Source: an optimization exercise on an open RTL-to-GDS flow (aim: small area). Production flows keep margins and buffers that such runs may drop.
Function was checked by simulation only, so behaviour that the tests miss may differ from the original.

## syntropy_core
module syntropy_core (
    input wire clk,
    input wire rst_n,
    input wire [15:0] voltage_drift,
    input wire [15:0] packet_loss,
    input wire [15:0] temp_variance,
    input wire [15:0] phase_jitter,
    input wire [15:0] threshold,
    input wire enable_learning,
    input wire mesh_broadcast_en,
    output wire stable,
    output reg [15:0] flux_value,
    output reg [15:0] correction_vector,
    output reg [15:0] optimized_params,
    output wire learning_active,
    output wire mesh_broadcast_req,
    input wire [15:0] mesh_flux_in,
    input wire [15:0] mesh_correction_in,
    input wire mesh_valid_in,
    output reg [15:0] mesh_flux_out,
    output reg [15:0] mesh_correction_out,
    output wire mesh_valid_out,
    output wire [7:0] iteration_count,
    output wire [3:0] state,
    output wire error_flag
);
For scale: ~860 cells after synthesis, about 140 flip-flops, roughly 210 I/O pins, about 9800 sq um of cells after synthesis.
clock: 13.0 ns
lec_check: 0
cap_margin: 0
core_margin: 2
core_utilization: 40
cts_buf_list: sky130_fd_sc_hd__clkbuf_8
gpl_timing_driven: 0
slew_margin: 0
synth_hierarchical: 1
standard.sh (not shown) runs the stock make flow with config.mk's settings and CLKGATE_MAP_FILE= SYNTH_SCRIPT=/design/flow/synth_recipe.tcl, a recipe that flattens the netlist after the stock synthesis.
==> flow/flow/run.sh <==
#!/bin/bash
set -euo pipefail
bash standard.sh synth > synth.log 2>&1
bash standard.sh 'BUFFER_PORTS_ARGS=-buffer_cell sky130_fd_sc_hd__buf_1' finish > layout.log 2>&1
Edit:
CAP_MARGIN = 20   (was 0)
SLEW_MARGIN = 20   (was 0)
Result:
- first-iteration DRC count shrinks by 14%
- area after synthesis stays the same
- cell area is about the same
- non-clock buffer count falls by 5
- clock skew hardly moves
- setup slack got worse by 110 ps
- maximum frequency decreases by 0.88%
- core utilization barely changes
- flip-flop and latch count is unchanged
- cell count fell by about 0.35%
Edit:
CORE_UTILIZATION = 60   (was 40)
What happened: The new run passed the timing, DRC and antenna checks. Register-to-register slack barely changes. Via count increases slightly. Flip-flop and latch count is unchanged. Die area shrinks by a quarter to a third. Cell count goes down by a little under a tenth. Count of clock-buffer cells in the layout came out lower by 1.
Edit:
CORE_UTILIZATION = 40   (was 60)
GPL_TIMING_DRIVEN = unset   (was 0)
Result: Via count drops by 2.8%; hold slack improves by 120 ps; register-to-register slack improves by 180 ps; first-iteration DRC count is higher by 9.2%; setup slack gains 180 ps; synthesized area stays the same.

* * *

## v44
syntropy_core, a different RTL version from the one above (not shown whole).
Size in the first run: about 810 cells after synthesis, ~140 flip-flops, ~0.0098 mm2 of cells after synthesis.
Settings: LEC_CHECK=0, CAP_MARGIN=20, CORE_MARGIN=2, CORE_UTILIZATION=45, CTS_BUF_LIST=sky130_fd_sc_hd__clkbuf_8, GPL_TIMING_DRIVEN=0, SETUP_SLACK_MARGIN=-0.2, SLEW_MARGIN=20, SYNTH_HIERARCHICAL=1; clock period 13.0 ns.
==> flow/flow/run.sh <==
#!/bin/bash
set -euo pipefail
bash standard.sh synth > synth.log 2>&1
bash standard.sh \
  'BUFFER_PORTS_ARGS=-buffer_cell sky130_fd_sc_hd__buf_1' \
  'CTS_ARGS=-sink_clustering_enable -repair_clock_nets -buf_list sky130_fd_sc_hd__clkbuf_8 -dont_use_dummy_load' \
  finish > layout.log 2>&1
### v44 -> v21
Settings: CORE_UTILIZATION: 45 -> 40; SETUP_SLACK_MARGIN: -0.2 -> -0.1.
==> flow/flow/run.sh <==
#!/bin/bash
set -euo pipefail
bash standard.sh synth > synth.log 2>&1
bash standard.sh \
  'BUFFER_PORTS_ARGS=-buffer_cell sky130_fd_sc_hd__buf_1' \
  'CTS_ARGS=-repair_clock_nets -buf_list sky130_fd_sc_hd__clkbuf_8 -dont_use_dummy_load' \
  finish > layout.log 2>&1
### Flow results
- Number of instances in the placed design grows by a few percent when moving from v44 to v21.
- | cell area | v21 vs v44 | about 0.6% lower |
- Looking at start point of the critical path, the q[9]$_DFFE_PN0P_ result is from v21; the q[8]$_DFFE_PN0P_ one comes from v44.
- Compared with v44, in v21 total number of tap cells rose by about 18%, final period demand of the worst path fell by 67 ps, met2 demand-to-capacity share in global routing fell by 5.1 points.
For v17, these inputs were changed with respect to v21:
Settings: SETUP_SLACK_MARGIN: -0.1 -> unset.
==> flow/flow/run.sh <==
#!/bin/bash
set -euo pipefail
bash standard.sh synth > synth.log 2>&1
bash standard.sh \
  'BUFFER_PORTS_ARGS=-buffer_cell sky130_fd_sc_hd__buf_1' \
  'CTS_ARGS=-sink_clustering_enable -repair_clock_nets -buf_list sky130_fd_sc_hd__clkbuf_8 -dont_use_dummy_load' \
  'RECOVER_POWER=50' \
  finish > layout.log 2>&1
==> summary.txt <==
- Between v17 and v21, it is v17 whose peak per-stage delay on the critical path is higher, by 30 ps.
- v17 vs v21 — top achievable clock speed climbed slightly
- As far as layout multi-input combinational cell count goes, v17 and v21 are indistinguishable; the numbers are identical.
- [flow] v17 | stages: complete | final checks: fail | reason: max-capacitance violations, max-slew violations
Relative to v17, the following input files were edited for v13:
Settings: SETUP_SLACK_MARGIN newly set to -0.1; PLACE_DENSITY newly set to 0.75.
--- a/flow/flow/run.sh
+++ b/flow/flow/run.sh
@@ -6,3 +6,2 @@
   'CTS_ARGS=-sink_clustering_enable -repair_clock_nets -buf_list sky130_fd_sc_hd__clkbuf_8 -dont_use_dummy_load' \
-  'RECOVER_POWER=50' \
   finish > layout.log 2>&1
Results
- v13 completed end to end with timing, DRC and antenna clean.
- Re post-route fraction of the period consumed by the critical path: v17 and v13 aren't equal, and the lower value belongs to v17.
- Total via count after detailed routing up 136 in v13 wrt v17
- Delta(post-DP HPWL, v13 - v17) > 0
- Compared with v17, v13 shows a non-clock buffer count in the final layout that is about 3% higher.
- v13 -> v17: number of placed cells counting well taps delta 0, exact match

port drivers added, routing unchanged:
No port has a modelled driver above. Below, the same layouts with a new extraction and two added sets of constraints. Step 1: set_driving_cell puts a clkbuf_16 on clk and a buf_2 on each other input, an assumption about the parent block. Step 2 also shifts input and output timing later by t, the mid clock arrival at the registers, as if the neighbouring blocks saw the same clock. Three values: ideal, step 1, step 2; two values: the first two.
run	t (ns)	setup WS [ns]	slew at the worst register clock pin (ns)	worst slew at a driven data input, ns	pins driven straight from the clock port
the first run of note 1	0.496	0.285 / 0.285 / 0.285	0.10 / 0.10	0.05	1
the second run of note 1	0.488	0.172 / 0.172 / 0.172	0.09 / 0.09	0.06	1
the third run of note 1	0.493	0.181 / 0.181 / 0.181	0.10 / 0.10	0.06	1
the fourth run of note 1	0.490	0.363 / 0.363 / 0.363	0.10 / 0.10	0.06	1
v44	0.467	0.189 / 0.189 / 0.189	0.09 / 0.09	0.06	1
v21	0.479	0.256 / 0.256 / 0.256	0.10 / 0.10	0.06	1
v17	0.476	0.320 / 0.320 / 0.320	0.10 / 0.10	0.06	1
v13	0.491	0.245 / 0.245 / 0.245	0.09 / 0.09	0.05	1
